Source: an optimization exercise on an open RTL-to-GDS flow (aim: small area and a short achievable clock period). Production flows keep margins and buffers that such runs may drop. Only simulation tests tie the RTL to the original design; equivalence was not proved.

## top_module_d11
module top_module_d11(
    i_clk,
    i_reset,
    i_start,
    i_load,
    i_enc_dec,
    i_pt1,
    i_pt2,
    i_key1,
    i_key2,
    i_r,
    o_ct1,
    o_ct2,
    o_done
);
clock: 10.0 ns
lec_check: 0
cap_margin: 20
core_margin: 2
core_utilization: 65
cts_cluster_diameter: 80
cts_cluster_size: 32
place_density: 0.72
slew_margin: 20
standard.sh (not shown) runs the stock make flow with config.mk's settings and CLKGATE_MAP_FILE= SYNTH_SCRIPT=/design/flow/synth_recipe.tcl, a recipe that flattens the netlist after the stock synthesis.
==> flow/flow/run.sh <==
#!/bin/bash
set -euo pipefail
export BUFFER_PORTS_ARGS="-buffer_cell sky130_fd_sc_hd__buf_1"
bash standard.sh SETUP_SLACK_MARGIN=5.5 finish > standard_flow.log 2>&1
==> next run, changes <==
==> flow/flow/run.sh (replaced) <==
#!/bin/bash
set -euo pipefail
export BUFFER_PORTS_ARGS="-buffer_cell sky130_fd_sc_hd__buf_1"
bash standard.sh SETUP_SLACK_MARGIN=5.5 MATCH_CELL_FOOTPRINT=0 finish > standard_flow.log 2>&1
Settings changed: CTS_CLUSTER_DIAMETER 80 to default, CTS_CLUSTER_SIZE 32 to default, PLACE_DENSITY 0.72 to default.
The new run passed the timing, design-rule and antenna checks; setup slack degrades by 0.14 ns; utilization went up by 1.9 points; maximum frequency went down by 2.9%; global-route usage went up by 0.82 points; first-iteration DRC count barely changes; wire length went up by 1.4%; area after synthesis is unchanged; critical path depth went up by 2; cell area went up by about 2.7%; worst hold slack degrades by 0.0069 ns.
==> next run, changes <==
==> flow/flow/run.sh (replaced) <==
#!/bin/bash
set -euo pipefail
export BUFFER_PORTS_ARGS="-buffer_cell sky130_fd_sc_hd__buf_1"
bash standard.sh SETUP_SLACK_MARGIN=5.5 finish > standard_flow.log 2>&1
Outcome: The changed run went through all stages and came out clean. Non-clock buffer count drops by 1. Flip-flop and latch count does not change. Final area hardly moves. Fmax climbs by 2.4%. Setup slack improved by 0.11 ns. Wire length increases by 1.4%.
==> next run, changes <==
Settings changed: CORE_UTILIZATION 65 to 75, CTS_CLUSTER_DIAMETER from default to 80, CTS_CLUSTER_SIZE from default to 25.
What happened: The new run went through all stages and came out clean; worst setup slack got worse by 0.12 ns; cell count drops by 2.8%; global-route usage climbs by 6.6 points; maximum frequency went down by 2.5%; die area came out lower by 13%.

* * *

top_module_d11 again, from the RTL that the note above started with.
==> flow/design.v (excerpt) <==
module top_module_d11(
    i_clk,
    i_reset,
    i_start,
    i_load,
    i_enc_dec,
    i_pt1,
    i_pt2,
    i_key1,
    i_key2,
    i_r,
    o_ct1,
    o_ct2,
    o_done
);
input  i_start;
input  i_clk;
input  i_reset;
input  i_enc_dec;
input  i_load;
input  [191 : 0] i_r;
input  [63 : 0] i_pt1;
input  [63 : 0] i_pt2;
input  [127 : 0] i_key1;
input  [127 : 0] i_key2;
output wire [63 : 0] o_ct1;
output wire [63 : 0] o_ct2;
output wire o_done;
localparam [63:0] ALPHA = 64'hc0ac29b7c97c50dd;
reg        idle;
reg        halt;
reg        done_reg;
reg  [4:0] cnt;      
reg  [3:0] m_fw;     
reg  [3:0] m_bw;     
reg        enc_dec_reg;
wire load_now  = idle & i_load;
wire start_now = idle & ~i_load & i_start;
wire last      = ~idle & ~halt & (cnt == 5'd23);
always @(posedge i_clk or posedge i_reset)
begin
    if (i_reset == 1'b1) begin
        idle     <= 1'b1;
        halt     <= 1'b0;
        done_reg <= 1'b0;
    end else begin
        done_reg <= last;
        if (start_now)
            idle <= 1'b0;
        else if (halt && !i_start)
            idle <= 1'b1;
        if (last)
            halt <= 1'b1;
        else if (!i_start)
            halt <= 1'b0;
    end
end
always @(posedge i_clk)
begin
    if (idle) begin
        cnt  <= 5'd1;
        m_fw <= 4'b0011;
        m_bw <= 4'b0101;
    end else begin
        cnt  <= cnt + 5'd1;
        m_fw <= {cnt < 5'd10, cnt < 5'd11, cnt < 5'd10, cnt < 5'd11};
        m_bw <= {cnt >= 5'd12, cnt >= 5'd12, cnt >= 5'd13, cnt >= 5'd13};
    end
end
always @(posedge i_clk)
begin
    if (load_now)
        enc_dec_reg <= i_enc_dec;
end
assign o_done = done_reg;
reg  [4:0] rsel;
reg        rflip;
reg  [4:0] rsel_next;
always @(*) begin
    case (cnt[4:1])
        4'd0:  rsel_next = 5'b00001;    
        4'd1:  rsel_next = 5'b00010;    
        4'd2:  rsel_next = 5'b00100;
        4'd3:  rsel_next = 5'b01000;
        4'd4:  rsel_next = 5'b10000;    
        4'd6:  rsel_next = 5'b10000;    
  ...
==> flow/config.mk <==
export PLATFORM = sky130hd
export DESIGN_NAME = top_module_d11
export DESIGN_NICKNAME = top_module_d11
export VERILOG_FILES = /design/flow/design.v
export SDC_FILE = /design/flow/constraint.sdc
export NUM_CORES = 4
export LEC_CHECK = 0
export CAP_MARGIN = 20
export CORE_MARGIN = 2
export CORE_UTILIZATION = 65
export CTS_CLUSTER_DIAMETER = 80
export CTS_CLUSTER_SIZE = 25
export SLEW_MARGIN = 20
==> flow/constraint.sdc <==
create_clock -name core_clock -period 10.0 [get_ports {i_clk}]
set_input_delay 2.0000 -clock core_clock [delete_from_list [all_inputs] [get_ports {i_clk}]]
set_output_delay 2.0000 -clock core_clock [all_outputs]
set_load 0.01 [all_outputs]
==> flow/flow/run.sh <==
#!/bin/bash
set -euo pipefail
export BUFFER_PORTS_ARGS="-buffer_cell sky130_fd_sc_hd__buf_1"
bash standard.sh SETUP_SLACK_MARGIN=5.5 finish > standard_flow.log 2>&1
Rerun with:
Settings changed: TNS_END_PERCENT set to 0.
After rerunning: Wire length falls by 0.88%; setup slack degrades by 150 ps; area after synthesis does not change; core utilization goes down by 0.91 points; global-route usage falls by 0.35 points; fmax goes down by 3.1%; final cell count fell by 0.45%; sequential share of layout area climbs by 0.44 points.
Rerun with:
==> flow/flow/run.sh (replaced) <==
#!/bin/bash
set -euo pipefail
export BUFFER_PORTS_ARGS="-buffer_cell sky130_fd_sc_hd__buf_1"
bash standard.sh SETUP_SLACK_MARGIN=5.75 finish > standard_flow.log 2>&1
Settings changed: CTS_CLUSTER_SIZE 25 to 32, TNS_END_PERCENT 0 to unset.
The changed run passed the timing, design-rule and antenna checks.
Cell area rises by about 5%.
Core utilization rises by 3.6 points.
Cell count rises by 1.6%.
Global-route usage rose by 0.91 points.
Via count rises by 2.0%.
Register-to-register slack gains 140 ps.
Die area stays the same.
Sequential share of layout area is lower by 1.6 points.
Non-clock buffer count is higher by 130.
Routed wire length climbs by about 2.8%.
Rerun with:
==> flow/flow/run.sh (replaced) <==
#!/bin/bash
set -euo pipefail
export BUFFER_PORTS_ARGS="-buffer_cell sky130_fd_sc_hd__buf_1"
bash standard.sh SETUP_SLACK_MARGIN=5.5 finish > standard_flow.log 2>&1
Settings changed: CTS_BUF_LIST set to sky130_fd_sc_hd__clkbuf_8, CTS_CLUSTER_DIAMETER 80 to unset, CTS_CLUSTER_SIZE 32 to unset.
The changed run finished clean.
Non-clock buffer count fell by 16.
Synthesized area is unchanged.
Global-route usage grows by 0.81 points.
Routed wire length grows by 0.78%.
Register-to-register slack improved by 20 ps.
Via count came out higher by 1.4%.
Hold slack gets worse by 17 ps.
Rerun with:
Settings changed: CTS_BUF_LIST sky130_fd_sc_hd__clkbuf_8 to unset, CTS_CLUSTER_DIAMETER set to 80, CTS_CLUSTER_SIZE set to 32.
=> The changed run passed the timing, design-rule and antenna checks. Global-route usage fell by 1.4 points. Die area stays the same. Synthesized area does not change. Sequential share of layout area went up by 1.6 points. Via count shrinks by 3.0%. Worst setup slack gets better by 150 ps. Wire length drops by 2.5%.

-- what the ideal ports hide --
No port has a modelled driver above. Below, the same layouts with a new extraction and two added sets of constraints.
Step 1: set_driving_cell puts a clkbuf_16 on i_clk and a buf_2 on each other input, an assumption about the parent block.
Step 2 adds t to the input delays and takes it off the output delays; t is the mean of the earliest and latest rising clock arrival at the registers after step 1. Input paths then give back, and output paths get back, about the clock's delay inside the block.
a / b / c = no drivers / after step 1 / after step 2; a / b = the first two.
| run | shift t [ns] | slack for setup (ns) | hold slack, ns | worst slew at a driven data input, ns |
|---|---|---|---|---|
| the first run of note 1 | 0.749 | 5.456 / 5.379 / 4.970 | 0.463 / 0.463 / 0.463 | 0.17 |
| the second run of note 1 | 0.784 | 5.319 / 5.319 / 5.283 | 0.456 / 0.456 / 0.456 | 0.17 |
| the third run of note 1 | 0.772 | 5.431 / 5.354 / 5.435 | 0.444 / 0.444 / 0.444 | 0.14 |
| the fourth run of note 1 | 0.724 | 5.315 / 5.238 / 5.135 | 0.436 / 0.436 / 0.436 | 0.20 |
| the first run of note 2 | 0.742 | 5.403 / 5.325 / 5.487 | 0.474 / 0.474 / 0.474 | 0.13 |
| the second run of note 2 | 0.744 | 5.256 / 5.177 / 5.466 | 0.463 / 0.463 / 0.463 | 0.14 |
| the third run of note 2 | 0.746 | 5.560 / 5.477 / 5.388 | 0.461 / 0.461 / 0.461 | 0.14 |
| the fourth run of note 2 | 0.945 | 5.305 / 5.230 / 5.460 | 0.444 / 0.444 / 0.444 | 0.14 |
| the fifth run of note 2 | 0.748 | 5.456 / 5.374 / 5.440 | 0.458 / 0.458 / 0.458 | 0.13 |
After both steps setup and hold are still met in every run listed. The setup slack of the first run of note 1, which loses most, moves by -0.077 ns with the drivers and by -0.486 ns with both steps.
